This is an optimization exercise on Yosys and OpenROAD, whose aim is small area, not a production implementation.
Where RTL was checked, it was by simulation tests only, not by an equivalence proof against the original.
For run 2, only the layout was checked, not whether the RTL still works.
No run shown here takes its clock network from TritonCTS; it comes from the design's own scripts or RTL.
No driver is modelled on the clock port, so clock power and skew are understated where the tree is cut down; a real chip needs a root buffer or a tree.
No activity file was given, so power comes from the tool's default toggle rates.

==> flow/standard.sh <==
#!/bin/bash
# synth_recipe.tcl (not shown) runs the flow's synth.tcl, then flattens the netlist and writes it again
# the make line also repeats each setting of config.mk as NAME=value (left out here)
make -C /OpenROAD-flow-scripts/flow DESIGN_CONFIG=/design/flow/config.mk WORK_HOME=/design/flow/orfs CLKGATE_MAP_FILE= SYNTH_SCRIPT=/design/flow/synth_recipe.tcl "${@:-finish}"
==> flow/constraint.sdc <==
create_clock -name core_clock -period 10.0 [get_ports {clk}]
set_input_delay 2.0000 -clock core_clock [delete_from_list [all_inputs] [get_ports {clk}]]
set_output_delay 2.0000 -clock core_clock [all_outputs]
set_load 0.01 [all_outputs]
==> flow/flow/area.abc <==
strash
&get -n
&dch -f
&nf -R 1000
&put
topo
==> flow/flow/reopt.ys <==
read_liberty -lib -ignore_miss_func @LIB@
read_verilog -overwrite @MODELS@
read_verilog @IN@
hierarchy -top top
flatten
techmap
opt -fast
opt_clean -purge
abc -liberty @LIB@ -dont_use *lpflow* -dont_use *probe* -dont_use *clkbuf* -dont_use *clkinv* -dont_use *dlygate* -dont_use *dlymetal* -dont_use *clkdly* -script @ABC@
opt_clean -purge
hilomap -singleton -hicell sky130_fd_sc_hd__conb_1 HI -locell sky130_fd_sc_hd__conb_1 LO
splitnets
opt_clean -purge
stat -liberty @LIB@
write_verilog -noattr -noexpr @OUT@
==> flow/flow/run.sh <==
#!/bin/bash
# Own layout flow:
#  1. the standard synthesis (the standard.sh synth);
#  2. its combinational cells re-mapped for area with Yosys/ABC, registers
#     untouched (same cells, same instance names);
#  3. the standard ORFS flow up to placement, input/output ports buffered
#     with the smallest buffer;
#  4. a one-level clock tree (clock_tree.tcl) in place of ORFS's CTS step:
#     a root buffer fed by the clock port, driving NCLUST leaf buffers, each
#     driving one cluster of register clock pins;
#  5. the standard ORFS flow from global routing to the end.
# Each tool's output goes to a log file of its own in this folder.
set -euo pipefail
W=$PWD
F=$W/flow
PD=$FLOW_HOME/platforms/$FLOW_PLATFORM
R=$W/orfs/results/$FLOW_PLATFORM/top/base
LIB=$PD/lib/sky130_fd_sc_hd__tt_025C_1v80.lib
NCLUST=10
LEAF_BUF=sky130_fd_sc_hd__clkbuf_8
ROOT_BUF=sky130_fd_sc_hd__clkbuf_8
PORT_BUF=sky130_fd_sc_hd__buf_1

# 1. standard synthesis
bash standard.sh synth > $W/log_1_synth.txt 2>&1
cp $R/1_2_yosys.v $W/std_1_2_yosys.v

# 2. re-map the combinational cells
yosys -q -l $W/log_2_models.txt -p "read_liberty -ignore_miss_func $LIB; write_verilog -noattr $W/models_all.v"
python3 $F/comb_models.py $W/models_all.v $W/models_comb.v > $W/log_2_models_py.txt 2>&1
sed "s#@LIB@#$LIB#g; s#@MODELS@#$W/models_comb.v#g; s#@IN@#$W/std_1_2_yosys.v#g; s#@OUT@#$W/reopt.v#g; s#@ABC@#$F/area.abc#g" \
    $F/reopt.ys > $W/reopt_run.ys
yosys -l $W/log_2_reopt.txt -s $W/reopt_run.ys > /dev/null 2>&1
python3 $F/check_regs.py $W/std_1_2_yosys.v $W/reopt.v > $W/log_2_check_regs.txt 2>&1
cp $W/reopt.v $R/1_2_yosys.v
rm -f $R/1_synth.odb $R/1_synth.sdc

# 3. floorplan and placement
bash standard.sh "BUFFER_PORTS_ARGS=-buffer_cell $PORT_BUF" place > $W/log_3_place.txt 2>&1

# 4. clock tree
MYCTS_IN_ODB=$R/3_place.odb MYCTS_IN_SDC=$R/3_place.sdc \
MYCTS_OUT_ODB=$R/4_1_cts.odb MYCTS_OUT_SDC=$R/4_cts.sdc \
MYCTS_LIB=$LIB MYCTS_RC=$PD/setRC.tcl MYCTS_N=$NCLUST MYCTS_BUF=$LEAF_BUF MYCTS_ROOT=$ROOT_BUF \
    openroad -no_init -exit $F/clock_tree.tcl > $W/log_4_cts.txt 2>&1

# 5. routing and the rest
bash standard.sh "BUFFER_PORTS_ARGS=-buffer_cell $PORT_BUF" finish > $W/log_5_finish.txt 2>&1
==> flow/config.mk <==
export PLATFORM = sky130hd
export DESIGN_NAME = top
export DESIGN_NICKNAME = top
export VERILOG_FILES = /design/flow/design.v
export SDC_FILE = /design/flow/constraint.sdc
export NUM_CORES = 4
export LEC_CHECK = 0
export CAP_MARGIN = 20
export CORE_MARGIN = 2
export CORE_UTILIZATION = 45
export PLACE_DENSITY = 0.6
export SLEW_MARGIN = 20
==> flow/flow/comb_models.py <==
# Keep only the combinational cell models (as Yosys writes them from the
# liberty file); sequential and special cells stay black boxes.
import re, sys
s = open(sys.argv[1]).read()
out = []
for body, name in re.findall(r'(module\s+(\S+)\s*\(.*?endmodule)', s, re.S):
    seq = re.search(r'\$_(DFF|DLATCH|SR|ALDFF|DFFSR|DFFE|SDFF)|\breg\b', body)
    special = re.match(r'\\?sky130_fd_sc_hd__(df|edf|sdf|sedf|dl|lpflow|probe|tap|fill|decap|conb|macro|diode)', name)
    if seq or special:
        print('black box:', name)
        continue
    out.append(body)
open(sys.argv[2], 'w').write('\n'.join(out) + '\n')
==> flow/flow/clock_tree.tcl <==
# A one-level clock tree: the clock port drives NCLUST clock buffers, each
# driving the register clock pins of one cluster (k-means on the pin positions).
# Inputs (env): MYCTS_IN_ODB MYCTS_IN_SDC MYCTS_OUT_ODB MYCTS_OUT_SDC MYCTS_LIB MYCTS_RC
# MYCTS_N (number of leaf buffers) MYCTS_BUF (leaf buffer) MYCTS_ROOT (root buffer, used when MYCTS_N > 4)
read_liberty $::env(MYCTS_LIB)
read_db $::env(MYCTS_IN_ODB)
read_sdc $::env(MYCTS_IN_SDC)
source $::env(MYCTS_RC)

set block [ord::get_db_block]
set db [ord::get_db]
set clkport [$block findBTerm clk]
set clknet [$clkport getNet]
set sinks {}
foreach it [$clknet getITerms] { lappend sinks $it }
puts "clock sinks: [llength $sinks]"

# pin positions
set pts {}
foreach it $sinks {
  set inst [$it getInst]
  set bb [$inst getBBox]
  lappend pts [list [expr {([$bb xMin] + [$bb xMax]) / 2.0}] [expr {([$bb yMin] + [$bb yMax]) / 2.0}]]
}
set K $::env(MYCTS_N)
set n [llength $pts]
# k-means, seeded by sorting along x then y
set order [lsort -real -index 0 $pts]
set cent {}
for {set k 0} {$k < $K} {incr k} {
  lappend cent [lindex $order [expr {int(($k + 0.5) * $n / $K)}]]
}
set cap [expr {int(ceil(double($n) / $K)) + 1}]
for {set iter 0} {$iter < 30} {incr iter} {
  # capacity-limited assignment: nearest centroid first, over all pin/centroid pairs
  set pairs {}
  for {set i 0} {$i < $n} {incr i} {
    set p [lindex $pts $i]
    for {set k 0} {$k < $K} {incr k} {
      set c [lindex $cent $k]
      lappend pairs [list [expr {abs([lindex $p 0] - [lindex $c 0]) + abs([lindex $p 1] - [lindex $c 1])}] $i $k]
    }
  }
  set pairs [lsort -real -index 0 $pairs]
  set assign [lrepeat $n -1]
  set sc [lrepeat $K 0]
  foreach pr $pairs {
    lassign $pr d i k
    if {[lindex $assign $i] >= 0} continue
    if {[lindex $sc $k] >= $cap} continue
    lset assign $i $k
    lset sc $k [expr {[lindex $sc $k] + 1}]
  }
  set sx [lrepeat $K 0.0]; set sy [lrepeat $K 0.0]
  for {set i 0} {$i < $n} {incr i} {
    set k [lindex $assign $i]; set p [lindex $pts $i]
    lset sx $k [expr {[lindex $sx $k] + [lindex $p 0]}]
    lset sy $k [expr {[lindex $sy $k] + [lindex $p 1]}]
  }
  set newc {}
  for {set k 0} {$k < $K} {incr k} {
    set c [lindex $sc $k]
    if {$c == 0} { lappend newc [lindex $cent $k] } else {
      lappend newc [list [expr {[lindex $sx $k] / $c}] [expr {[lindex $sy $k] / $c}]]
    }
  }
  set cent $newc
}
puts "cluster sizes: $sc"

set master [$db findMaster $::env(MYCTS_BUF)]
set drvnet $clknet
if {$K > 4} {
  set rmaster [$db findMaster $::env(MYCTS_ROOT)]
  set rinst [odb::dbInst_create $block $rmaster "clkbuf_root"]
  set rnet [odb::dbNet_create $block "clk_root"]
  $rnet setSigType CLOCK
  set mx 0.0; set my 0.0
  foreach c $cent { set mx [expr {$mx + [lindex $c 0] / $K}]; set my [expr {$my + [lindex $c 1] / $K}] }
  $rinst setLocation [expr {int($mx)}] [expr {int($my)}]
  $rinst setPlacementStatus PLACED
  [$rinst findITerm A] connect $clknet
  [$rinst findITerm X] connect $rnet
  set drvnet $rnet
}
for {set k 0} {$k < $K} {incr k} {
  set inst [odb::dbInst_create $block $master "clkbuf_leaf_$k"]
  set net [odb::dbNet_create $block "clk_leaf_$k"]
  $net setSigType CLOCK
  set c [lindex $cent $k]
  $inst setLocation [expr {int([lindex $c 0])}] [expr {int([lindex $c 1])}]
  $inst setPlacementStatus PLACED
  [$inst findITerm A] connect $drvnet
  [$inst findITerm X] connect $net
  set leafnet($k) $net
}
set i 0
foreach it $sinks {
  set k [lindex $assign $i]
  $it disconnect
  $it connect $leafnet($k)
  incr i
}
$clknet setSigType CLOCK

detailed_placement
check_placement -verbose
set_propagated_clock [all_clocks]
estimate_parasitics -placement
set worst 0
foreach pin [get_pins -hierarchical */CLK] {
  set s [get_property $pin slew_max]
  if {$s > $worst} {set worst $s}
}
puts "WORST_CLK_SLEW $worst"
report_clock_skew
report_worst_slack -max
report_worst_slack -min
write_db $::env(MYCTS_OUT_ODB)
write_sdc $::env(MYCTS_OUT_SDC)
==> flow/flow/check_regs.py <==
import re, sys
def regs(path):
    s = open(path).read()
    return {m.group(2): m.group(1) for m in re.finditer(r'^\s*(sky130_fd_sc_hd__(?:df|edf|sdf|sedf|dl)\w*)\s+(\S+)\s*\(', s, re.M)}
a, b = regs(sys.argv[1]), regs(sys.argv[2])
print(len(a), 'registers in the standard synthesis,', len(b), 'after re-mapping')
if a != b:
    print('MISMATCH', set(a.items()) ^ set(b.items()))
    sys.exit(1)
==> flow/design.v <==
`timescale 1ns / 1ps
module debounce (
    input  wire clk,
    input  wire rst,
    input  wire in,
    output reg  out
    );
    reg sync_0, sync_1;
    always @(posedge clk) sync_0 <= rst ? 1'b0 : in;
    always @(posedge clk) sync_1 <= rst ? 1'b0 : sync_0;
    localparam [19:0] P = 20'hAAAAA;
    reg  [19:0] cnt;
    wire [19:0] s = cnt ^ P;
    wire low_zero = ~|s[18:0];
    wire idle = (out == sync_1);
    wire max  = s[19] & low_zero;
    wire fb   = s[19] ^ s[16] ^ low_zero;
    always @(posedge clk) begin
        if (idle)       cnt <= P;
        else            cnt <= {s[18:0], fb} ^ P;
    end
    always @(posedge clk) begin
        if (rst)                out <= 1'b0;
        else if (~idle & max)   out <= ~out;
    end
endmodule
`timescale 1ns / 1ps
module square_wave(
    input clk,
    input rst,
    input [4:0] note,       
    output reg wave_val
    );
    wire [17:0] lim =
        ({18{note == 5'd0}} & 18'd191109) |
        ({18{note == 5'd1}} & 18'd180387) |
        ({18{note == 5'd2}} & 18'd170264) |
        ({18{note == 5'd3}} & 18'd160704) |
        ({18{note == 5'd4}} & 18'd151684) |
        ({18{note == 5'd5}} & 18'd143171) |
        ({18{note == 5'd6}} & 18'd135138) |
        ({18{note == 5'd7}} & 18'd127550) |
        ({18{note == 5'd8}} & 18'd120394) |
        ({18{note == 5'd9}} & 18'd113635) |
        ({18{note == 5'd10}} & 18'd107258) |
        ({18{note == 5'd11}} & 18'd101238) |
        ({18{note == 5'd12}} & 18'd95556) |
        ({18{note == 5'd13}} & 18'd90191) |
        ({18{note == 5'd14}} & 18'd85130) |
        ({18{note == 5'd15}} & 18'd80353) |
        ({18{note == 5'd16}} & 18'd75842) |
        ({18{note == 5'd17}} & 18'd71585) |
        ({18{note == 5'd18}} & 18'd67567) |
        ({18{note == 5'd19}} & 18'd63775);
    wire silent = note[4] & (note[3] | note[2]);
    reg [26:0] counter;
    wire hit = ~silent & ((|counter[26:18]) | (counter[17:0] >= lim));
    always @(posedge clk) begin
        if (rst) begin
            wave_val <= 0;
            counter <= 0;
        end else if (hit) begin
            wave_val <= ~wave_val;
            counter <= 0;
        end else begin
            counter <= counter + 1;
        end
    end
endmodule
`timescale 1ns / 1ps
module uart_tx_out_mod (
    input  wire clk,
    input  wire rst,
    input  wire data,
    output wire tx
);
    localparam [9:0] P     = 10'b1010101010;
    localparam [9:0] S_867 = 10'b1001110111;
    localparam [9:0] S_869 = 10'b0111011101;
    reg  [9:0] cnt;
    reg  [3:0] slot;
    reg        bit_r;
    wire [9:0] s = cnt ^ P;
    wire s0   = (slot == 4'd0);
    wire sr   = (slot == 4'd15);    
    wire endx = sr | (s0 ? (s == S_869) : (s == S_867));
    always @(posedge clk) begin
        if (rst) begin
            slot <= 4'd15;
            cnt  <= 10'd0;
        end else if (endx) begin
            slot <= (slot == 4'd9 || sr) ? 4'd0 : slot + 4'd1;
            cnt  <= 10'd0;
        end else begin
            cnt  <= {s[8:0], s[9] ^ s[6]} ^ P;
        end
    end
    always @(posedge clk)
        if (s0 & (cnt == 10'd0)) bit_r <= data;
    assign tx = s0 | sr | ((slot == 4'd2) & bit_r);
endmodule
`timescale 1ns / 1ps
module top(
    input clk,
    input rst,
    input [3:0] sw,
    input [3:0] btn,
    output led,
    output wire uart_tx_out
    );
    wire [3:0] deb;
    debounce deb_inst0 (.clk(clk), .rst(rst), .in(btn[0]), .out(deb[0]));
    debounce deb_inst1 (.clk(clk), .rst(rst), .in(btn[1]), .out(deb[1]));
    debounce deb_inst2 (.clk(clk), .rst(rst), .in(btn[2]), .out(deb[2]));
    debounce deb_inst3 (.clk(clk), .rst(rst), .in(btn[3]), .out(deb[3]));
    reg [2:0] oct;
    reg [1:0] bsel;
    reg       one;
    always @(*) begin
        casex (sw)
            4'b1xxx: oct = 3'd4;
            4'b01xx: oct = 3'd3;
            4'b001x: oct = 3'd2;
            4'b0001: oct = 3'd1;
            default: oct = 3'd0;
        endcase
        one = 1'b1;
        case (deb)
            4'b0001: bsel = 2'd0;
            4'b0010: bsel = 2'd1;
            4'b0100: bsel = 2'd2;
            4'b1000: bsel = 2'd3;
            default: begin bsel = 2'd0; one = 1'b0; end
        endcase
    end
    reg [4:0] note;
    always @(posedge clk) begin
        if (~one)       note <= 5'b11100;
        else            note <= {oct, bsel};
    end
    wire wave_val;
    square_wave square_wave_inst (.clk(clk), .rst(rst), .note(note), .wave_val(wave_val));
    assign led = wave_val;
    uart_tx_out_mod uart_tx_out_mod_inst (.clk(clk), .rst(rst), .data(wave_val), .tx(uart_tx_out));
endmodule
==> results.json, run 1 <==
{
  "outcome": "timing/DRC/antenna clean",
  "fin_crit_sh": 0.431,
  "drt.antenna.violating_nets": 0,
  "die_area_um2": 12400,
  "peakVddDrop_mv": 0.102,
  "finalSetupTns_ns": 0,
  "hold_viol": 0,
  "antenna_cells": 0,
  "rows": 39,
  "drc_errors": 0,
  "crit_path_start_kind": "register",
  "seq_area_um2": 2810,
  "die_h_um": 111,
  "avgSynthCellArea_um2": 8.90,
  "core_area_um2": 11300,
  "place.gp.congestion": 0.845,
  "required_ns": 10.24,
  "final_cells": 748,
  "worst_pin_slew_ns": 1.01,
  "cts.reportedPaths.clkPinSlew_ns": 0.09,
  "cp.arrival_ns": 4.55,
  "areaGrowthSynthToFinish_pct": 7.44,
  "io_buffers": 11,
  "vias": 4026,
  "grt_pass1_vias": 3729,
  "track_usage": 0.157,
  "nNetsFinal": 617,
  "syn_area_um2": 5180,
  "setup_violations": 0,
  "slew_violations": 0,
  "start_util": 0.458,
  "rsz0062_at_grt": "false",
  "synth_fp_nets": 592,
  "drive_above_1_share": 0.0215,
  "slowest_delay_ns": 0.79,
  "pre_cts_ws_ns": 5.81,
  "max_slew_margin": 0.329,
  "dr.pass1.iters": 4,
  "yosysWarnings": 4,
  "dpl.hpwl_mm": 6.88,
  "grt_first_pass_wirelength_mm": 17.2,
  "drt_iter0_markers": 202,
  "post_drt_wl_per_cell_um": 13.2,
  "totalWireLength_mm": 9.91,
  "grt-ovfl-total": 0,
  "crit_chain": "and2_0 -> nand2_1 -> a21oi_1 -> nor2_1 -> xnor2_1 -> o21ai_0 -> nor4b_1 -> nand2_1 -> or4_1 -> a211oi_1 -> o31ai_1 -> nand2b_1 -> nor3_1",
  "antenna_found_initial": 0,
  "dp.cells": 737,
  "netlist_instances": 582,
  "crit_path_max_fanout": 27,
  "fillers": 1132,
  "powerDensity_nw_per_um2": 170,
  "drv_cap": 0,
  "multiInputGateArea_um2": 2340,
  "hold_class": "register to register",
  "fmax_ghz": 0.232,
  "min_period_ns": 4.31,
  "finalClockSkew_ns": 0.0193,
  "vias_per_cell": 5.38,
  "crit_top_cell": "nand2_1",
  "grt_max_degree": 31,
  "p_leak_uw": 0.00207,
  "clock_latency_ns": 0.39,
  "crit_type": "register to register",
  "die_w_um": 111,
  "io_pins": 12,
  "end_kind": "register",
  "fin_ws_ns": 5.69,
  "cp_slowest_cell": "dfxtp_1"
}
## report_power, final
part           total (uW)  leakage (uW)  internal (uW)  switching (uW)
clock                 257     0.0000791           98.7             158
combinational        71.6      0.000851           31.3            40.4
sequential            616       0.00114            587            28.6
total                 944       0.00207            717             227
## through the flow
step                utilization  total power, uW  instance area (um2)  hold slack [ns]
floorplan                     -              678                 5180            0.353
global placement          0.478              698                 5410            0.361
detailed placement        0.478              701                 5410            0.360
global route              0.492              997                 5570            0.393
finish                    0.492              944                 5570            0.369
## critical path, delay by kind of cell (launching register included)
family / cells / cell delay, ns
AND/OR/NAND/NOR: 8 / 2.35
AO/OA/AOI/OAI: 4 / 0.80
flip-flops: 1 / 0.79
XOR/XNOR: 1 / 0.22
## state kept, by name, indices dropped and copies added (netlist names), 4 cells and up
register                   count
square_wave_inst.counter      27
deb_inst0.cnt                 20
deb_inst1.cnt                 20
deb_inst2.cnt                 20
deb_inst3.cnt                 20
uart_tx_out_mod_inst.cnt      10
note                           5
uart_tx_out_mod_inst.slot      4
## routing by layer
layer	track usage	up-vias	share of wire	wire, um
li1	-	2091	-	-
met1	0.225	1868	0.50	4970
met2	0.266	54	0.45	4430
met3	0.0115	13	0.031	307
met4	0.0280	0	0.020	202
met5	0	-	0	0
## cell usage in the layout (no fill, tap or decap), types with 3 or more instances in the layout
master,n
dfxtp_1,139
nor2_1,105
nand2_1,74
nor3_1,31
a21oi_1,24
o21ai_0,24
xnor2_1,17
xor2_1,15
nand4_1,15
nand3_1,14
nand2b_1,11
nor4_1,11
nor2b_1,11
clkbuf_8,11
buf_1,11
a31oi_1,10
and3_1,10
inv_1,8
a22oi_1,5
a211o_1,5
a211oi_1,5
and2_0,4
nor3b_1,4
nor4b_1,3
o22ai_1,3
or2_0,3
and4_1,3
mux2i_1,3
## path summary, 6_finish.rpt
check	end	cells past startpoint	from	slack, ns
worst max-delay path	square_wave_inst.counter[9]	13	note[0]	5.69
worst min-delay path	deb_inst0.cnt[13]	1	deb_inst0.cnt[12]	0.37
worst min register to register	deb_inst0.cnt[13]	1	deb_inst0.cnt[12]	0.37
worst max register to register	square_wave_inst.counter[9]	13	note[0]	5.69
## cell type report
class                   count  area share
flip-flops and latches    140       0.505
plain buffers              11      0.0272
multi-input cells         434       0.421
repair buffers             12     0.00877
inverters                   8     0.00539
well taps                 143      0.0321
==> inputs of run 2 (changes only) <==
--- a/flow/design.v
+++ b/flow/design.v
@@ -28,34 +28,52 @@
 module square_wave(
     input clk,
     input rst,
-    input [4:0] note,       
+    input [4:0] code,       
+    input valid,            
     output reg wave_val
     );
-    wire [17:0] lim =
-        ({18{note == 5'd0}} & 18'd191109) |
-        ({18{note == 5'd1}} & 18'd180387) |
-        ({18{note == 5'd2}} & 18'd170264) |
-        ({18{note == 5'd3}} & 18'd160704) |
-        ({18{note == 5'd4}} & 18'd151684) |
-        ({18{note == 5'd5}} & 18'd143171) |
-        ({18{note == 5'd6}} & 18'd135138) |
-        ({18{note == 5'd7}} & 18'd127550) |
-        ({18{note == 5'd8}} & 18'd120394) |
-        ({18{note == 5'd9}} & 18'd113635) |
-        ({18{note == 5'd10}} & 18'd107258) |
-        ({18{note == 5'd11}} & 18'd101238) |
-        ({18{note == 5'd12}} & 18'd95556) |
-        ({18{note == 5'd13}} & 18'd90191) |
-        ({18{note == 5'd14}} & 18'd85130) |
-        ({18{note == 5'd15}} & 18'd80353) |
-        ({18{note == 5'd16}} & 18'd75842) |
-        ({18{note == 5'd17}} & 18'd71585) |
-        ({18{note == 5'd18}} & 18'd67567) |
-        ({18{note == 5'd19}} & 18'd63775);
-    wire silent = note[4] & (note[3] | note[2]);
+    wire [17:0] lim2 =
+        ({18{code == 5'd0}} & 18'd191108) |
+        ({18{code == 5'd1}} & 18'd180386) |
+        ({18{code == 5'd2}} & 18'd170263) |
+        ({18{code == 5'd3}} & 18'd160703) |
+        ({18{code == 5'd4}} & 18'd151683) |
+        ({18{code == 5'd5}} & 18'd143170) |
+        ({18{code == 5'd6}} & 18'd135137) |
+        ({18{code == 5'd7}} & 18'd127549) |
+        ({18{code == 5'd8}} & 18'd120393) |
+        ({18{code == 5'd9}} & 18'd113634) |
+        ({18{code == 5'd10}} & 18'd107257) |
+        ({18{code == 5'd11}} & 18'd101237) |
+        ({18{code == 5'd12}} & 18'd95555) |
+        ({18{code == 5'd13}} & 18'd90190) |
+        ({18{code == 5'd14}} & 18'd85129) |
+        ({18{code == 5'd15}} & 18'd80352) |
+        ({18{code == 5'd16}} & 18'd75841) |
+        ({18{code == 5'd17}} & 18'd71584) |
+        ({18{code == 5'd18}} & 18'd67566) |
+        ({18{code == 5'd19}} & 18'd63774);
     reg [26:0] counter;
-    wire hit = ~silent & ((|counter[26:18]) | (counter[17:0] >= lim));
+    reg hit;
+    wire [18:0] ge;
+    assign ge[0] = 1'b1;
+    genvar i;
+    generate
+        for (i = 0; i < 18; i = i + 1) begin : cmp
+            assign ge[i+1] = lim2[i] ? (counter[i] & ge[i]) : (counter[i] | ge[i]);
+        end
+    endgenerate
+    wire [27:0] cy;
+    assign cy[0] = 1'b1;
+    generate
+        for (i = 0; i < 27; i = i + 1) begin : inc
+            assign cy[i+1] = cy[i] & counter[i];
+        end
+    endgenerate
+    wire clr = rst | hit;
+    wire hit_next = ~clr & valid & ~cy[27] & ((|counter[26:18]) | ge[18]);
     always @(posedge clk) begin
+        hit <= hit_next;
         if (rst) begin
             wave_val <= 0;
             counter <= 0;
@@ -63,7 +81,7 @@
             wave_val <= ~wave_val;
             counter <= 0;
         end else begin
-            counter <= counter + 1;
+            counter <= counter ^ cy[26:0];
         end
     end
 endmodule
@@ -133,13 +151,9 @@
             default: begin bsel = 2'd0; one = 1'b0; end
         endcase
     end
-    reg [4:0] note;
-    always @(posedge clk) begin
-        if (~one)       note <= 5'b11100;
-        else            note <= {oct, bsel};
-    end
     wire wave_val;
-    square_wave square_wave_inst (.clk(clk), .rst(rst), .note(note), .wave_val(wave_val));
+    square_wave square_wave_inst (.clk(clk), .rst(rst), .code({oct, bsel}), .valid(one),
+                                  .wave_val(wave_val));
     assign led = wave_val;
     uart_tx_out_mod uart_tx_out_mod_inst (.clk(clk), .rst(rst), .data(wave_val), .tx(uart_tx_out));
 endmodule
==> results.json, run 2 <==
{
  "antenna_found_initial": 0,
  "fin_ws_ns": 4.87,
  "fin_util": 0.492,
  "synth_fp_nets": 557,
  "io_buffers": 11,
  "core_area_um2": 10700,
  "yosysWarnings": 4,
  "drt_iter0_markers": 265,
  "largest_register_ffs": 27,
  "start_util": 0.456,
  "powerDensity_nw_per_um2": 182,
  "track_usage": 0.176,
  "pre_cts_ws_ns": 4.55,
  "worst_pin_slew_ns": 0.913,
  "final_common_cell": "dfxtp_1",
  "cts.reportedPaths.clkPinSlew_ns": 0.09,
  "min_path_cells": 1,
  "syn_area_um2": 4900,
  "io_pins": 12,
  "grt_first_pass_wirelength_mm": 17.3,
  "max_slew_margin": 0.385,
  "vias_per_cell": 5.54,
  "rsz0062_at_grt": "false",
  "fillers": 1061,
  "finalClockSkew_ns": 0.0185,
  "clock_latency_ns": 0.40,
  "grt-ovfl-total": 0,
  "ff2ff_path_depth": 20,
  "peakVddDrop_mv": 0.124,
  "dpl.hpwl_mm": 7.06,
  "slew_violations": 0,
  "dr.pass1.iters": 4,
  "grt_pass1_vias": 3801,
  "die_h_um": 108,
  "outcome": "timing/DRC/antenna clean",
  "antenna_cells": 0,
  "finalSetupTns_ns": 0,
  "p_leak_uw": 0.00198,
  "top_register": "square_wave_inst.counter",
  "drive_above_1_share": 0.0245,
  "drv_cap": 0,
  "crit_type": "primary input to register",
  "required_ns": 10.27,
  "drt.antenna.violating_nets": 0,
  "setup_violations": 0,
  "fin_crit_sh": 0.513,
  "post_drt_wl_per_cell_um": 14.1,
  "nNetsFinal": 584,
  "cp.arrival_ns": 5.40,
  "die_area_um2": 11700,
  "avgSynthCellArea_um2": 8.96,
  "fmax_ghz": 0.195,
  "most-common-layout-cells": "135 x dfxtp_1, 95 x nor2_1, 61 x nand2_1",
  "place.gp.congestion": 0.931,
  "vias": 3942,
  "netlist_instances": 547,
  "crit_path_max_fanout": 10,
  "end_kind": "register",
  "hold_class": "register to register",
  "drc_errors": 0,
  "crit_path_start_kind": "primary input",
  "rows": 38,
  "die_w_um": 108,
  "areaGrowthSynthToFinish_pct": 7.97,
  "min_period_ns": 5.13,
  "grt_max_degree": 23,
  "hold_viol": 0,
  "totalWireLength_mm": 10.1
}
-- run 2: power by group --
part	internal [uW]	switching (uW)
Sequential	574	34.8
Combinational	41.4	57.4
Clock	98.6	158
Total	714	250
-- run 2: final timing paths --
check / start / to / slack (ns)
hold reg to reg: deb_inst1.cnt[14] / deb_inst1.cnt[15] / 0.38
setup / recovery: sw[2] / square_wave_inst.hit / 4.87
setup reg to reg: deb_inst1.out / square_wave_inst.hit / 5.45
hold / removal: deb_inst1.cnt[14] / deb_inst1.cnt[15] / 0.38
-- run 2: critical path, stage by stage --
cell       delay, ns
buf_1           0.33
or2_0           0.29
nor3_1          0.12
nand3_1         0.11
o21ai_0         0.08
a211oi_1        0.34
o22ai_1         0.13
o21ai_0         0.15
o21ai_0         0.10
a311oi_1        0.23
a31oi_1         0.06
o21ai_0         0.15
o221ai_1        0.14
a21oi_1         0.17
a211oi_1        0.06
o211a_1         0.21
nor4_1          0.33
nor4_1          0.09
a2111oi_0       0.30
-- run 2: final cells by class --
class,instances,area (um2),area share
sequential,136,2730,0.517
multi-input combinational,406,2150,0.406
tap,140,175,0.0331
buffer,11,151,0.0286
timing repair buffer,14,63.8,0.0121
inverter,5,18.8,0.00355
-- run 2: routing by layer --
layer,vias to the layer above,global-route usage,routed length [um]
met2,96,0.288,4570
met1,1838,0.243,4640
met5,-,0,0
met4,0,0.0595,322
li1,1980,-,-
met3,28,0.0211,533
-- run 2: stage by stage --
step                      total power, uW  std cells  hold slack (ns)  area, um2
after global routing                 1020        712            0.397       5290
final                                 964        712            0.382       5290
after detailed placement              719        700            0.368       5130
after global placement                716        700            0.360       5130
after floorplan                       687        547            0.353       4900
==> inputs of run 3 (changes only) <==
--- a/flow/design.v
+++ b/flow/design.v
@@ -28,31 +28,36 @@
 module square_wave(
     input clk,
     input rst,
-    input [4:0] code,       
-    input valid,            
+    input [3:0] sw,
+    input [3:0] deb,
     output reg wave_val
     );
-    wire [17:0] lim2 =
-        ({18{code == 5'd0}} & 18'd191108) |
-        ({18{code == 5'd1}} & 18'd180386) |
-        ({18{code == 5'd2}} & 18'd170263) |
-        ({18{code == 5'd3}} & 18'd160703) |
-        ({18{code == 5'd4}} & 18'd151683) |
-        ({18{code == 5'd5}} & 18'd143170) |
-        ({18{code == 5'd6}} & 18'd135137) |
-        ({18{code == 5'd7}} & 18'd127549) |
-        ({18{code == 5'd8}} & 18'd120393) |
-        ({18{code == 5'd9}} & 18'd113634) |
-        ({18{code == 5'd10}} & 18'd107257) |
-        ({18{code == 5'd11}} & 18'd101237) |
-        ({18{code == 5'd12}} & 18'd95555) |
-        ({18{code == 5'd13}} & 18'd90190) |
-        ({18{code == 5'd14}} & 18'd85129) |
-        ({18{code == 5'd15}} & 18'd80352) |
-        ({18{code == 5'd16}} & 18'd75841) |
-        ({18{code == 5'd17}} & 18'd71584) |
-        ({18{code == 5'd18}} & 18'd67566) |
-        ({18{code == 5'd19}} & 18'd63774);
+    wire [4:0] oc;
+    assign oc[4] = sw[3];
+    assign oc[3] = ~sw[3] & sw[2];
+    assign oc[2] = ~sw[3] & ~sw[2] & sw[1];
+    assign oc[1] = ~sw[3] & ~sw[2] & ~sw[1] & sw[0];
+    assign oc[0] = ~sw[3] & ~sw[2] & ~sw[1] & ~sw[0];
+    wire valid = (deb == 4'b0001) | (deb == 4'b0010) | (deb == 4'b0100) | (deb == 4'b1000);
+    wire [17:0] lim2;
+    assign lim2[0] = (oc[0] & (deb[2] | deb[3])) | (oc[1] & (deb[0] | deb[2] | deb[3])) | (oc[2] & (deb[0] | deb[2] | deb[3])) | (oc[3] & (deb[0] | deb[2])) | (oc[4] & (deb[0]));
+    assign lim2[1] = (oc[0] & (deb[1] | deb[2] | deb[3])) | (oc[1] & (deb[0] | deb[1])) | (oc[2] & (deb[1])) | (oc[3] & (deb[0] | deb[1])) | (oc[4] & (deb[2] | deb[3]));
+    assign lim2[2] = (oc[0] & (deb[0] | deb[2] | deb[3])) | (oc[1] & (deb[3])) | (oc[2] & (deb[3])) | (oc[3] & (deb[1])) | (oc[4] & (deb[2] | deb[3]));
+    assign lim2[3] = (oc[0] & (deb[3])) | (oc[1] & (deb[3])) | (oc[2] & (deb[0] | deb[2])) | (oc[3] & (deb[1] | deb[2])) | (oc[4] & (deb[2] | deb[3]));
+    assign lim2[4] = (oc[0] & (deb[2] | deb[3])) | (oc[1] & (deb[3])) | (oc[2] & (deb[2] | deb[3])) | (oc[4] & (deb[3]));
+    assign lim2[5] = (oc[0] & (deb[1] | deb[3])) | (oc[1] & (deb[2] | deb[3])) | (oc[2] & (deb[1] | deb[2] | deb[3])) | (oc[3] & (deb[3])) | (oc[4] & (deb[1] | deb[2]));
+    assign lim2[6] = (oc[1] & (deb[1] | deb[2])) | oc[2] | (oc[3] & (deb[0] | deb[1] | deb[3])) | (oc[4] & (deb[0] | deb[2]));
+    assign lim2[7] = (oc[0] & (deb[0] | deb[1] | deb[3])) | (oc[1] & (deb[0] | deb[2])) | (oc[2] & (deb[1] | deb[2])) | (oc[3] & (deb[2] | deb[3])) | (oc[4] & (deb[1] | deb[2]));
+    assign lim2[8] = (oc[0] & (deb[2] | deb[3])) | (oc[1] & (deb[1] | deb[2])) | (oc[2] & (deb[1] | deb[3])) | (oc[3] & (deb[0] | deb[3])) | (oc[4] & (deb[1] | deb[2] | deb[3]));
+    assign lim2[9] = (oc[0] & (deb[0] | deb[3])) | (oc[1] & (deb[1] | deb[2] | deb[3])) | oc[2] | (oc[4] & (deb[1] | deb[2]));
+    assign lim2[10] = (oc[1] & (deb[1] | deb[2])) | (oc[2] & (deb[0])) | (oc[3] & (deb[0] | deb[2])) | (oc[4] & (deb[1] | deb[2]));
+    assign lim2[11] = (oc[0] & (deb[0] | deb[2])) | (oc[1] & (deb[1] | deb[2])) | (oc[2] & (deb[1] | deb[3])) | (oc[3] & (deb[2] | deb[3])) | (oc[4] & (deb[0] | deb[3]));
+    assign lim2[12] = (oc[0] & (deb[2] | deb[3])) | (oc[1] & (deb[0] | deb[3])) | (oc[2] & (deb[0] | deb[1])) | (oc[3] & (deb[0] | deb[3])) | (oc[4] & (deb[1] | deb[3]));
+    assign lim2[13] = (oc[0] & (deb[0] | deb[3])) | (oc[1] & (deb[1] | deb[3])) | (oc[2] & (deb[1] | deb[2])) | (oc[3] & (deb[0] | deb[1] | deb[3])) | (oc[4] & (deb[0] | deb[3]));
+    assign lim2[14] = (oc[0] & (deb[0] | deb[1] | deb[3])) | (oc[1] & (deb[0] | deb[3])) | (oc[2] & (deb[0])) | (oc[3] & (deb[0] | deb[1] | deb[2])) | (oc[4] & (deb[3]));
+    assign lim2[15] = (oc[0] & (deb[0] | deb[1] | deb[2])) | (oc[1] & (deb[3])) | oc[2] | (oc[4] & (deb[3]));
+    assign lim2[16] = (oc[1] & (deb[3])) | oc[2] | oc[3] | (oc[4] & (deb[0] | deb[1] | deb[2]));
+    assign lim2[17] = oc[0] | (oc[1] & (deb[0] | deb[1] | deb[2]));
     reg [26:0] counter;
     reg hit;
     wire [18:0] ge;
@@ -131,28 +136,8 @@
     debounce deb_inst1 (.clk(clk), .rst(rst), .in(btn[1]), .out(deb[1]));
     debounce deb_inst2 (.clk(clk), .rst(rst), .in(btn[2]), .out(deb[2]));
     debounce deb_inst3 (.clk(clk), .rst(rst), .in(btn[3]), .out(deb[3]));
-    reg [2:0] oct;
-    reg [1:0] bsel;
-    reg       one;
-    always @(*) begin
-        casex (sw)
-            4'b1xxx: oct = 3'd4;
-            4'b01xx: oct = 3'd3;
-            4'b001x: oct = 3'd2;
-            4'b0001: oct = 3'd1;
-            default: oct = 3'd0;
-        endcase
-        one = 1'b1;
-        case (deb)
-            4'b0001: bsel = 2'd0;
-            4'b0010: bsel = 2'd1;
-            4'b0100: bsel = 2'd2;
-            4'b1000: bsel = 2'd3;
-            default: begin bsel = 2'd0; one = 1'b0; end
-        endcase
-    end
     wire wave_val;
-    square_wave square_wave_inst (.clk(clk), .rst(rst), .code({oct, bsel}), .valid(one),
+    square_wave square_wave_inst (.clk(clk), .rst(rst), .sw(sw), .deb(deb),
                                   .wave_val(wave_val));
     assign led = wave_val;
     uart_tx_out_mod uart_tx_out_mod_inst (.clk(clk), .rst(rst), .data(wave_val), .tx(uart_tx_out));
==> results.json, run 3 <==
{
  "outcome": "timing/DRC/antenna clean",
  "drc_errors": 0,
  "syn_area_um2": 4840,
  "post_drt_wl_per_cell_um": 13.4,
  "core_area_um2": 10400,
  "min_path_cells": 1,
  "max_slew_margin": 0.391,
  "r2r-start": "square_wave_inst.counter[1]",
  "largest_register_ffs": 27,
  "dr_wl_met2_mm": 4.19,
  "synth_fp_nets": 547,
  "nNetsFinal": 571,
  "crit_type": "primary input to register",
  "grt_max_degree": 22,
  "die_area_um2": 11600,
  "areaGrowthSynthToFinish_pct": 7.54,
  "finalSetupTns_ns": 0,
  "finalClockSkew_ns": 0.0210,
  "wl_met3_um": 533,
  "highest_layer": "met4",
  "final_cell_area_um2": 5210,
  "rows": 37,
  "yosysWarnings": 3,
  "crit_path_start_kind": "primary input",
  "most-common-layout-cells": "135 x dfxtp_1, 98 x nor2_1, 65 x nand2_1",
  "die_h_um": 108,
  "die_w_um": 108,
  "io_buffers": 11,
  "io_pins": 12,
  "setup_violations": 0,
  "grt_first_pass_wirelength_mm": 16.3,
  "hold_viol": 0,
  "startpoint": "sw[3]",
  "powerDensity_nw_per_um2": 184,
  "timing.rr.end": "square_wave_inst.counter[26]",
  "grt_pass1_vias": 3714,
  "vias_per_cell": 5.43,
  "antenna_found_initial": 0,
  "fmax_ghz": 0.222,
  "final_common_cell": "dfxtp_1",
  "end_kind": "register",
  "wl_met1_mm": 4.39,
  "cp.arrival_ns": 4.80,
  "ff2ff_path_depth": 17,
  "hold_class": "register to register",
  "hold_end": "deb_inst3.cnt[9]",
  "required_ns": 10.28,
  "start_util": 0.467,
  "netlist_instances": 537,
  "drt_iter0_markers": 327,
  "avgSynthCellArea_um2": 9.02,
  "dpl.hpwl_mm": 6.41,
  "place.gp.congestion": 0.926,
  "clock_latency_ns": 0.39,
  "drt.antenna.violating_nets": 0,
  "cts.reportedPaths.clkPinSlew_ns": 0.09,
  "fin_crit_sh": 0.451,
  "totalWireLength_mm": 9.32,
  "drive_above_1_share": 0.0215,
  "peakVddDrop_mv": 0.195,
  "antenna_cells": 0,
  "track_usage": 0.164,
  "top_register": "square_wave_inst.counter",
  "vias": 3776,
  "worst_pin_slew_ns": 0.913,
  "crit_path_max_fanout": 21,
  "worstHoldStart": "deb_inst3.cnt[8]",
  "p_leak_uw": 0.00199,
  "rsz0062_at_grt": "false",
  "dr.pass1.iters": 8,
  "min_period_ns": 4.51,
  "placed_cell_area_um2": 5050,
  "reg2reg_setup_slack_ns": 5.73,
  "drv_cap": 0,
  "grt-ovfl-total": 0,
  "slew_violations": 0
}
## run 3: metrics by stage
step / hold slack, ns / instances / setup slack [ns] / util / total power (uW)
2_1_floorplan: 0.353 / 537 / 6.12 / - / 686
3_3_place_gp: 0.360 / 684 / 5.16 / 0.487 / 714
3_5_place_dp: 0.362 / 684 / 5.10 / 0.487 / 716
6_report: 0.365 / 695 / 5.49 / 0.502 / 957
5_1_grt: 0.378 / 695 / 5.14 / 0.502 / 1010
## run 3: final cells by class
class	count	area, um2
fillers	991	5160
flip-flops and latches	136	2730
multi-input cells	394	2090
well taps	136	170
plain buffers	11	151
repair buffers	11	41.3
inverters	7	26.3
## run 3: how the worst max path moves through the flow
stage / endpoint / slack, ns
finish: square_wave_inst.hit / 5.49
global placement: square_wave_inst.hit / 5.16
detailed placement: square_wave_inst.hit / 5.10
floorplan: square_wave_inst.hit / 6.12
global route: square_wave_inst.hit / 5.14
## run 3: per-layer routing
layer	up-vias	global-route usage
met5	-	0
met4	0	0.0348
met3	23	0.0266
met2	98	0.277
met1	1720	0.220
li1	1935	-
## run 3: report_power, final
part	total (uW)	internal, uW	switching (uW)	leakage, uW
Combinational	99.2	41.2	57.9	0.000807
Sequential	604	573	31.3	0.00110
Clock	254	98.6	155	0.0000791
Total	957	713	245	0.00199
## run 3: critical path, stage by stage
cell	delay, ns
buf_1	0.61
nor2_1	0.32
nand2_1	0.22
a21oi_1	0.09
a211o_1	0.26
maj3_1	0.36
o21ai_0	0.09
a21oi_1	0.08
a21oi_1	0.11
nor2_1	0.06
a21oi_1	0.11
o21ai_0	0.10
o21ai_0	0.09
nand3_1	0.10
a31oi_1	0.15
a311oi_1	0.06
==> inputs of run 4 (changes only) <==
--- a/flow/flow/run.sh
+++ b/flow/flow/run.sh
@@ -1,7 +1,8 @@
 #!/bin/bash
 # Own layout flow:
 #  1. the standard synthesis (the standard.sh synth);
-#  2. its combinational cells re-mapped for area with Yosys/ABC, registers
+#  2. its combinational cells re-mapped for area with Yosys/ABC (a few ABC
+#     scripts in parallel, abc_*.abc, the smallest result kept), registers
 #     untouched (same cells, same instance names);
 #  3. the standard ORFS flow up to placement, input/output ports buffered
 #     with the smallest buffer;
@@ -28,9 +29,14 @@
 # 2. re-map the combinational cells
 yosys -q -l $W/log_2_models.txt -p "read_liberty -ignore_miss_func $LIB; write_verilog -noattr $W/models_all.v"
 python3 $F/comb_models.py $W/models_all.v $W/models_comb.v > $W/log_2_models_py.txt 2>&1
-sed "s#@LIB@#$LIB#g; s#@MODELS@#$W/models_comb.v#g; s#@IN@#$W/std_1_2_yosys.v#g; s#@OUT@#$W/reopt.v#g; s#@ABC@#$F/area.abc#g" \
-    $F/reopt.ys > $W/reopt_run.ys
-yosys -l $W/log_2_reopt.txt -s $W/reopt_run.ys > /dev/null 2>&1
+for A in $F/abc_*.abc; do
+  N=$(basename $A .abc)
+  sed "s#@LIB@#$LIB#g; s#@MODELS@#$W/models_comb.v#g; s#@IN@#$W/std_1_2_yosys.v#g; s#@OUT@#$W/reopt_$N.v#g; s#@ABC@#$A#g" \
+      $F/reopt.ys > $W/reopt_$N.ys
+  yosys -l $W/reopt_$N.log -s $W/reopt_$N.ys > /dev/null 2>&1 &
+done
+wait
+python3 $F/pick.py $W/reopt.v $W/reopt_abc_*.log > $W/log_2_pick.txt 2>&1
 python3 $F/check_regs.py $W/std_1_2_yosys.v $W/reopt.v > $W/log_2_check_regs.txt 2>&1
 cp $W/reopt.v $R/1_2_yosys.v
 rm -f $R/1_synth.odb $R/1_synth.sdc
==> flow/flow/abc_0.abc (new file) <==
strash
&get -n
&dch -f
&nf -R 1000
&put
topo
==> flow/flow/abc_1.abc (new file) <==
strash
&get -n
&deepsyn -T 150 -S 1
&dch -f
&nf -R 1000
&put
topo
==> flow/flow/abc_2.abc (new file) <==
strash
&get -n
&deepsyn -T 150 -S 2
&dch -f
&nf -R 1000
&put
topo
==> flow/flow/abc_3.abc (new file) <==
strash
&get -n
&deepsyn -T 150 -S 3
&dch -f
&nf -R 1000
&put
topo
==> flow/flow/pick.py (new file) <==
# Pick the smallest of the re-mapped netlists (cell area from each run's stat).
import re, sys, shutil
best = None
for log in sys.argv[2:]:
    m = re.findall(r'Chip area for module .\\top.: ([\d.]+)', open(log).read())
    if not m:
        print(log, 'no result'); continue
    a = float(m[-1]); print(log, a)
    if best is None or a < best[0]: best = (a, log)
print('picked', best[1])
shutil.copy(best[1][:-len('.log')] + '.v', sys.argv[1])
removed: flow/flow/area.abc
==> results.json, run 4 <==
{
  "min_path_cells": 1,
  "finalClockSkew_ns": 0.0229,
  "crit_top_cell": "o21ai_0",
  "setup_violations": 0,
  "timing.rr.end": "square_wave_inst.hit",
  "avgSynthCellArea_um2": 9.18,
  "grt_max_degree": 21,
  "rsz0062_at_grt": "false",
  "hold_class": "register to register",
  "crit_type": "primary input to register",
  "track_usage": 0.157,
  "max_slew_margin": 0.323,
  "grt_first_pass_wirelength_mm": 15.1,
  "critPathTopFamily": "compound AO/OA/AOI/OAI gates",
  "crit_chain": "buf_1 -> nor2_1 -> nand2_1 -> o21ai_0 -> nor2_1 -> nor2_1 -> o211ai_1 -> o21ai_0 -> a211oi_1 -> nor2_1 -> a31oi_1 -> a21oi_1 -> o21ai_0 -> o221ai_1 -> a21oi_1 -> a221oi_1 -> o21ai_0 -> o221ai_1 -> a21oi_1 -> a221oi_1 -> o21ai_0 -> o2111a_1",
  "fin_ws_ns": 4.87,
  "place.gp.congestion": 0.890,
  "vias_per_cell": 5.32,
  "core_area_um2": 10200,
  "crit_path_max_fanout": 13,
  "drt.antenna.violating_nets": 0,
  "top_register": "square_wave_inst.counter",
  "start_util": 0.456,
  "areaGrowthSynthToFinish_pct": 7.97,
  "hold_viol": 0,
  "largest_register_ffs": 27,
  "cp_slowest_cell": "buf_1",
  "netlist_instances": 506,
  "end_kind": "register",
  "drv_cap": 0,
  "yosysWarnings": 3,
  "fin_crit_sh": 0.513,
  "most-common-layout-cells": "135 x dfxtp_1, 93 x nor2_1, 60 x nand2_1",
  "rows": 37,
  "worst_pin_slew_ns": 1.01,
  "die_h_um": 106,
  "r2r-start": "square_wave_inst.counter[0]",
  "cp.arrival_ns": 5.48,
  "drc_errors": 0,
  "final_common_cell": "dfxtp_1",
  "vias": 3540,
  "pre_cts_ws_ns": 4.61,
  "antenna_found_initial": 0,
  "totalWireLength_mm": 8.71,
  "dr.pass1.iters": 5,
  "required_ns": 10.35,
  "path_buf_inv": 1,
  "reg2reg_setup_slack_ns": 5.50,
  "slowest_delay_ns": 0.43,
  "io_pins": 12,
  "synth_fp_nets": 516,
  "final_cells": 665,
  "drive_above_1_share": 0.0227,
  "antenna_cells": 0,
  "crit_path_start_kind": "primary input",
  "worstHoldStart": "deb_inst3.cnt[8]",
  "slew_violations": 0,
  "finalSetupTns_ns": 0,
  "syn_area_um2": 4650,
  "cts.reportedPaths.clkPinSlew_ns": 0.09,
  "powerDensity_nw_per_um2": 187,
  "io_buffers": 11,
  "nNetsFinal": 541,
  "whs_ns": 0.380,
  "fmax_ghz": 0.195,
  "fillers": 984,
  "peakVddDrop_mv": 0.130,
  "grt-ovfl-total": 0,
  "clock_latency_ns": 0.40,
  "die_w_um": 106,
  "die_area_um2": 11200,
  "dpl.hpwl_mm": 6.12,
  "grt_pass1_vias": 3359,
  "outcome": "timing/DRC/antenna clean",
  "drt_iter0_markers": 194,
  "p_total_uw": 937,
  "p_leak_uw": 0.00189,
  "dp.cells": 654,
  "ff2ff_path_depth": 18,
  "min_period_ns": 5.13,
  "hold_end": "deb_inst3.cnt[9]",
  "post_drt_wl_per_cell_um": 13.1
}
run 4: per-stage QoR:
step / util / instance area, um2
global route: 0.493 / 5020
global placement: 0.478 / 4870
floorplan: - / 4650
finish: 0.493 / 5020
detailed placement: 0.478 / 4870
run 4: metal layers:
| layer | vias to the layer above | global-route usage | part of all wire |
|---|---|---|---|
| met5 | - | 0 | 0 |
| met4 | 0 | 0.0451 | 0.025 |
| met3 | 19 | 0.0173 | 0.038 |
| met2 | 65 | 0.263 | 0.45 |
| met1 | 1637 | 0.214 | 0.49 |
| li1 | 1819 | - | - |
run 4: layout make-up:
cell class | count | area [um2] | share of cell area
Sequential cell | 136 | 2730 | 0.545
Multi-Input combinational cell | 364 | 1890 | 0.377
Tap cell | 136 | 170 | 0.0339
Buffer | 11 | 151 | 0.0302
Timing Repair Buffer | 12 | 48.8 | 0.00973
Inverter | 6 | 22.5 | 0.00449
run 4: worst max-delay path by stage:
stage,cells past startpoint,start,slack (ns),end
final,22,sw[3],4.87,square_wave_inst.hit
after global routing,22,sw[3],4.56,square_wave_inst.hit
after detailed placement,22,sw[3],4.61,square_wave_inst.hit
after global placement,22,sw[3],4.76,square_wave_inst.hit
after floorplan,20,sw[3],5.57,square_wave_inst.hit
run 4: power by group:
group | internal [uW] | switching [uW]
Sequential | 570 | 27.2
Clock | 98.6 | 156
Combinational | 35.3 | 50.6
Total | 704 | 234
run 4: worst register-to-register path, cell delays in order, from the launching register on:
cell      delay (ns)
dfxtp_1         0.46
and3_1          0.27
and3_1          0.20
and2_0          0.23
and3_1          0.23
and2_0          0.23
and3_1          0.22
and2_0          0.24
and3_1          0.22
and2_0          0.25
and3_1          0.22
and2_0          0.23
and3_1          0.23
and2_0          0.23
and3_1          0.21
and2_0          0.23
and3_1          0.23
a21oi_1         0.11
o2111a_1        0.17
==> inputs of run 5 (changes only) <==
--- a/flow/flow/run.sh
+++ b/flow/flow/run.sh
@@ -17,7 +17,7 @@
 PD=$FLOW_HOME/platforms/$FLOW_PLATFORM
 R=$W/orfs/results/$FLOW_PLATFORM/top/base
 LIB=$PD/lib/sky130_fd_sc_hd__tt_025C_1v80.lib
-NCLUST=10
+NCLUST=8
 LEAF_BUF=sky130_fd_sc_hd__clkbuf_8
 ROOT_BUF=sky130_fd_sc_hd__clkbuf_8
 PORT_BUF=sky130_fd_sc_hd__buf_1
--- a/flow/config.mk
+++ b/flow/config.mk
@@ -7,6 +7,6 @@
 export LEC_CHECK = 0
 export CAP_MARGIN = 20
 export CORE_MARGIN = 2
-export CORE_UTILIZATION = 45
-export PLACE_DENSITY = 0.6
+export CORE_UTILIZATION = 65
+export PLACE_DENSITY = 0.8
 export SLEW_MARGIN = 20
==> results.json, run 5 <==
{
  "busiest_layer": "met2",
  "die_w_um": 88.6,
  "finalClockSkew_ns": 0.0188,
  "vias_per_cell": 5.68,
  "place.gp.congestion": 0.973,
  "drt_iter0_markers": 173,
  "yosysWarnings": 3,
  "outcome": "timing/DRC/antenna clean",
  "finalSetupTns_ns": 0,
  "rows": 30,
  "drive_above_1_share": 0.0190,
  "hold_end": "deb_inst1.cnt[19]",
  "hold_class": "register to register",
  "hold_viol": 0,
  "grt_max_degree": 21,
  "final_common_cell": "dfxtp_1",
  "startpoint": "sw[3]",
  "met3_usage": 0.0252,
  "dpl.hpwl_mm": 6.09,
  "timing.rr.end": "square_wave_inst.hit",
  "max_slew_margin": 0.350,
  "grt_pass1_vias": 3337,
  "clock_latency_ns": 0.38,
  "antenna_found_initial": 0,
  "cts.reportedPaths.clkPinSlew_ns": 0.11,
  "largest_register_ffs": 27,
  "nNetsFinal": 539,
  "r2r-start": "square_wave_inst.counter[0]",
  "crit_type": "primary input to register",
  "p_leak_uw": 0.00187,
  "post_drt_wl_per_cell_um": 13.6,
  "reg2reg_setup_slack_ns": 5.48,
  "end_kind": "register",
  "multiInputGateArea_um2": 1890,
  "most-common-layout-cells": "135 x dfxtp_1, 93 x nor2_1, 60 x nand2_1",
  "powerDensity_nw_per_um2": 185,
  "crit_path_start_kind": "primary input",
  "vias": 3539,
  "fin_crit_sh": 0.502,
  "ff2ff_path_depth": 18,
  "worstHoldStart": "deb_inst1.cnt[18]",
  "core_area_um2": 6870,
  "setup_violations": 0,
  "antenna_cells": 0,
  "syn_area_um2": 4650,
  "rsz0062_at_grt": "false",
  "track_usage": 0.221,
  "cp.arrival_ns": 5.36,
  "die_area_um2": 7840,
  "dr.pass1.iters": 5,
  "drt.antenna.violating_nets": 0,
  "met2_usage": 0.387,
  "min_period_ns": 5.02,
  "io_pins": 12,
  "avgSynthCellArea_um2": 9.18,
  "grt_first_pass_wirelength_mm": 14.4,
  "drv_cap": 0,
  "start_util": 0.677,
  "worst_pin_slew_ns": 0.972,
  "areaGrowthSynthToFinish_pct": 6.30,
  "die_h_um": 88.6,
  "top_register": "square_wave_inst.counter",
  "fmax_ghz": 0.199,
  "grtUsageMet1": 0.298,
  "io_buffers": 11,
  "netlist_instances": 506,
  "grt-ovfl-total": 0,
  "required_ns": 10.34,
  "fin_util": 0.719,
  "seq_area_um2": 2730,
  "synth_fp_nets": 516,
  "slew_violations": 0,
  "totalWireLength_mm": 8.50,
  "peakVddDrop_mv": 0.155,
  "crit_path_max_fanout": 13,
  "drc_errors": 0,
  "fillers": 560,
  "min_path_cells": 1
}
## run 5: area by class of cell
cell class                      instances  area share
Buffer                                  9      0.0251
Inverter                                6     0.00456
Multi-Input combinational cell        364       0.383
Sequential cell                       136       0.553
Tap cell                               96      0.0243
Timing Repair Buffer                   12     0.00988
## run 5: metal layers
layer  vias up  part of all wire
met4         0             0.018
met1      1632              0.46
met2        74              0.48
met5         -                 0
li1       1817                 -
met3        16             0.046
## run 5: stage by stage
stage / cells / area (um2) / setup slack [ns] / hold WS (ns) / total power [uW]
final: 623 / 4940 / 4.98 / 0.386 / 914
after global routing: 623 / 4940 / 4.58 / 0.404 / 951
after detailed placement: 614 / 4820 / 4.63 / 0.367 / 696
after global placement: 614 / 4820 / 4.77 / 0.364 / 690
after floorplan: 506 / 4650 / 5.57 / 0.353 / 669
## run 5: worst max-delay path: stages
cell      delay [ns]
buf_1           0.43
nor2_1          0.14
nand2_1         0.11
o21ai_0         0.15
nor2_1          0.22
nor2_1          0.12
o211ai_1        0.12
o21ai_0         0.13
a211oi_1        0.25
nor2_1          0.06
a31oi_1         0.14
a21oi_1         0.05
o21ai_0         0.16
o221ai_1        0.13
a21oi_1         0.16
a221oi_1        0.06
o21ai_0         0.19
o221ai_1        0.14
a21oi_1         0.16
a221oi_1        0.07
o21ai_0         0.18
o2111a_1        0.20
## run 5: worst max path at each step
| stage | endpoint | slack, ns |
|---|---|---|
| final | square_wave_inst.hit | 4.98 |
| after global routing | square_wave_inst.hit | 4.58 |
| after detailed placement | square_wave_inst.hit | 4.63 |
| after global placement | square_wave_inst.hit | 4.77 |
| after floorplan | square_wave_inst.hit | 5.57 |
## run 5: power by group
part           switching (uW)  internal (uW)  leakage (uW)
combinational            50.9           35.3      0.000703
clock                     149           81.6     0.0000647
sequential               27.7            570       0.00110
total                     227            687       0.00187
==> inputs of run 6 (changes only) <==
--- a/flow/flow/run.sh
+++ b/flow/flow/run.sh
@@ -7,8 +7,9 @@
 #  3. the standard ORFS flow up to placement, input/output ports buffered
 #     with the smallest buffer;
 #  4. a one-level clock tree (clock_tree.tcl) in place of ORFS's CTS step:
-#     a root buffer fed by the clock port, driving NCLUST leaf buffers, each
-#     driving one cluster of register clock pins;
+#     a root buffer fed by the clock port, driving K leaf buffers, each
+#     driving one cluster of register clock pins (the smallest K that keeps
+#     the estimated clock-pin slew under SLEW_MAX);
 #  5. the standard ORFS flow from global routing to the end.
 # Each tool's output goes to a log file of its own in this folder.
 set -euo pipefail
@@ -17,7 +18,7 @@
 PD=$FLOW_HOME/platforms/$FLOW_PLATFORM
 R=$W/orfs/results/$FLOW_PLATFORM/top/base
 LIB=$PD/lib/sky130_fd_sc_hd__tt_025C_1v80.lib
-NCLUST=8
+SLEW_MAX=0.112
 LEAF_BUF=sky130_fd_sc_hd__clkbuf_8
 ROOT_BUF=sky130_fd_sc_hd__clkbuf_8
 PORT_BUF=sky130_fd_sc_hd__buf_1
@@ -44,11 +45,17 @@
 # 3. floorplan and placement
 bash standard.sh "BUFFER_PORTS_ARGS=-buffer_cell $PORT_BUF" place > $W/log_3_place.txt 2>&1
 
-# 4. clock tree
-MYCTS_IN_ODB=$R/3_place.odb MYCTS_IN_SDC=$R/3_place.sdc \
-MYCTS_OUT_ODB=$R/4_1_cts.odb MYCTS_OUT_SDC=$R/4_cts.sdc \
-MYCTS_LIB=$LIB MYCTS_RC=$PD/setRC.tcl MYCTS_N=$NCLUST MYCTS_BUF=$LEAF_BUF MYCTS_ROOT=$ROOT_BUF \
-    openroad -no_init -exit $F/clock_tree.tcl > $W/log_4_cts.txt 2>&1
+for K in 4 5 6 7 8 9 10 11 12 14 16 20; do
+  MYCTS_IN_ODB=$R/3_place.odb MYCTS_IN_SDC=$R/3_place.sdc \
+  MYCTS_OUT_ODB=$W/cts_$K.odb MYCTS_OUT_SDC=$W/cts_$K.sdc \
+  MYCTS_LIB=$LIB MYCTS_RC=$PD/setRC.tcl MYCTS_N=$K MYCTS_BUF=$LEAF_BUF MYCTS_ROOT=$ROOT_BUF \
+      openroad -no_init -exit $F/clock_tree.tcl > $W/log_4_cts_$K.txt 2>&1
+  S=$(awk '/^WORST_CLK_SLEW/ {print $2}' $W/log_4_cts_$K.txt)
+  echo "$K leaf buffers: worst clock-pin slew $S ns" >> $W/log_4_cts_pick.txt
+  if awk -v s="$S" -v m="$SLEW_MAX" 'BEGIN {exit !(s != "" && s < m)}'; then break; fi
+done
+cp $W/cts_$K.odb $R/4_1_cts.odb
+cp $W/cts_$K.sdc $R/4_cts.sdc
 
 # 5. routing and the rest
 bash standard.sh "BUFFER_PORTS_ARGS=-buffer_cell $PORT_BUF" finish > $W/log_5_finish.txt 2>&1
--- a/flow/config.mk
+++ b/flow/config.mk
@@ -7,6 +7,6 @@
 export LEC_CHECK = 0
 export CAP_MARGIN = 20
 export CORE_MARGIN = 2
-export CORE_UTILIZATION = 65
-export PLACE_DENSITY = 0.8
+export CORE_UTILIZATION = 45
+export PLACE_DENSITY = 0.6
 export SLEW_MARGIN = 20
==> results.json, run 6 <==
{
  "grt-ovfl-total": 0,
  "drc_errors": 0,
  "avgSynthCellArea_um2": 9.18,
  "hold_viol": 0,
  "drv_cap": 0,
  "netlist_instances": 506,
  "die_area_um2": 11200,
  "io_pins": 12,
  "path_buf_inv": 1,
  "rows": 37,
  "rsz0062_at_grt": "false",
  "crit_top_cell": "o21ai_0",
  "critPathTopFamily": "compound AO/OA/AOI/OAI gates",
  "io_buffers": 11,
  "end_kind": "register",
  "crit_chain": "buf_1 -> nor2_1 -> nand2_1 -> o21ai_0 -> nor2_1 -> nor2_1 -> o211ai_1 -> o21ai_0 -> a211oi_1 -> nor2_1 -> a31oi_1 -> a21oi_1 -> o21ai_0 -> o221ai_1 -> a21oi_1 -> a221oi_1 -> o21ai_0 -> o221ai_1 -> a21oi_1 -> a221oi_1 -> o21ai_0 -> o2111a_1",
  "peakVddDrop_mv": 0.130,
  "whs_ns": 0.385,
  "cp.arrival_ns": 5.44,
  "synth_fp_nets": 516,
  "cts.reportedPaths.clkPinSlew_ns": 0.09,
  "drt.antenna.violating_nets": 0,
  "drt_iter0_markers": 200,
  "finalClockSkew_ns": 0.0218,
  "drive_above_1_share": 0.0208,
  "dpl.hpwl_mm": 6.12,
  "crit_path_max_fanout": 13,
  "core_area_um2": 10200,
  "grt_first_pass_wirelength_mm": 15.2,
  "track_usage": 0.157,
  "powerDensity_nw_per_um2": 185,
  "crit_path_start_kind": "primary input",
  "final_common_cell": "dfxtp_1",
  "clock_latency_ns": 0.39,
  "slew_violations": 0,
  "worst_pin_slew_ns": 1.02,
  "min_period_ns": 5.11,
  "post_drt_wl_per_cell_um": 13.0,
  "nNetsFinal": 540,
  "die_w_um": 106,
  "start_util": 0.456,
  "max_slew_margin": 0.318,
  "dr.pass1.iters": 5,
  "setup_violations": 0,
  "crit_type": "primary input to register",
  "largest_register_ffs": 27,
  "slowest_delay_ns": 0.42,
  "antenna_cells": 0,
  "yosysWarnings": 3,
  "hold_class": "register to register",
  "totalWireLength_mm": 8.64,
  "place.gp.congestion": 0.890,
  "p_leak_uw": 0.00188,
  "fmax_ghz": 0.196,
  "vias": 3540,
  "vias_per_cell": 5.33,
  "most-common-layout-cells": "135 x dfxtp_1, 93 x nor2_1, 60 x nand2_1",
  "fin_crit_sh": 0.511,
  "syn_area_um2": 4650,
  "antenna_found_initial": 0,
  "areaGrowthSynthToFinish_pct": 7.67,
  "wl_met1_mm": 4.29,
  "grt_pass1_vias": 3376,
  "die_h_um": 106,
  "finalSetupTns_ns": 0,
  "highest_layer": "met4",
  "top_register": "square_wave_inst.counter",
  "outcome": "timing/DRC/antenna clean",
  "dr_wl_met2_mm": 3.86,
  "wl_met3_um": 280,
  "cp_slowest_cell": "buf_1",
  "grt_max_degree": 21,
  "required_ns": 10.33
}
run 6: final timing paths:
kind / cells past startpoint / slack [ns] / from / end
setup / recovery: 22 / 4.89 / sw[3] / square_wave_inst.hit
hold / removal: 1 / 0.38 / deb_inst1.cnt[12] / deb_inst1.cnt[13]
setup reg to reg: 18 / 5.48 / square_wave_inst.counter[0] / square_wave_inst.hit
hold reg to reg: 1 / 0.38 / deb_inst1.cnt[12] / deb_inst1.cnt[13]
run 6: layout make-up:
class | count | area [um2]
buffer | 10 | 138
tap | 136 | 170
inverter | 6 | 22.5
timing repair buffer | 12 | 48.8
fill | 983 | 5180
multi-input combinational | 364 | 1890
sequential | 136 | 2730
run 6: layer usage:
metal | global-route usage | vias up
li1 | - | 1813
met1 | 0.214 | 1652
met2 | 0.267 | 57
met3 | 0.0142 | 18
met4 | 0.0432 | 0
met5 | 0 | -
run 6: per-stage QoR:
stage / std cells / setup slack, ns / cell area [um2] / total power, uW / utilization
after floorplan: 506 / 5.57 / 4650 / 669 / -
after global placement: 654 / 4.76 / 4870 / 693 / 0.478
after detailed placement: 654 / 4.61 / 4870 / 696 / 0.478
after global routing: 664 / 4.54 / 5000 / 974 / 0.491
final: 664 / 4.89 / 5000 / 927 / 0.491
run 6: power breakdown:
part / switching [uW] / internal (uW) / total, uW / leakage [uW]
combinational: 50.3 / 35.3 / 85.5 / 0.000703
clock: 154 / 90.2 / 245 / 0.0000719
sequential: 27.1 / 570 / 597 / 0.00110
total: 232 / 695 / 927 / 0.00188

what the ideal ports hide:
How much do the figures lean on ideal ports? The routed layouts below were timed once more, with nothing changed but the port constraints. Step 1 (the two cells are an assumption about what drives the block):
set clk [get_ports {clk}]
set_driving_cell -lib_cell sky130_fd_sc_hd__clkbuf_16 $clk
set_driving_cell -lib_cell sky130_fd_sc_hd__buf_2 [delete_from_list [all_inputs] $clk]
Step 2 adds t to the input delays and takes it off the output delays; t is the mean of the earliest and latest rising clock arrival at the registers after step 1. Input paths then give back, and output paths get back, about the clock's delay inside the block. Slacks: no drivers / after step 1 / after step 2; pairs: no drivers / after step 1.
| run | t (ns) | slack for setup (ns) | latest minus earliest clock arrival (ns) | slew at the worst register clock pin (ns) |
|---|---|---|---|---|
| run 1 | 0.415 | 5.694 / 5.694 / 5.694 | 0.022 / 0.022 | 0.09 / 0.09 |
| run 2 | 0.422 | 4.869 / 4.861 / 4.439 | 0.019 / 0.020 | 0.09 / 0.09 |
| run 3 | 0.417 | 5.488 / 5.491 / 5.074 | 0.026 / 0.026 | 0.09 / 0.09 |
| run 4 | 0.420 | 4.871 / 4.876 / 4.456 | 0.027 / 0.026 | 0.09 / 0.09 |
| run 5 | 0.406 | 4.984 / 4.985 / 4.578 | 0.025 / 0.025 | 0.11 / 0.11 |
| run 6 | 0.414 | 4.890 / 4.895 / 4.481 | 0.022 / 0.021 | 0.10 / 0.10 |
After both steps every run listed still meets setup and hold. The setup slack of run 2, which loses most, moves by -0.008 ns with the drivers and by -0.430 ns with both steps.
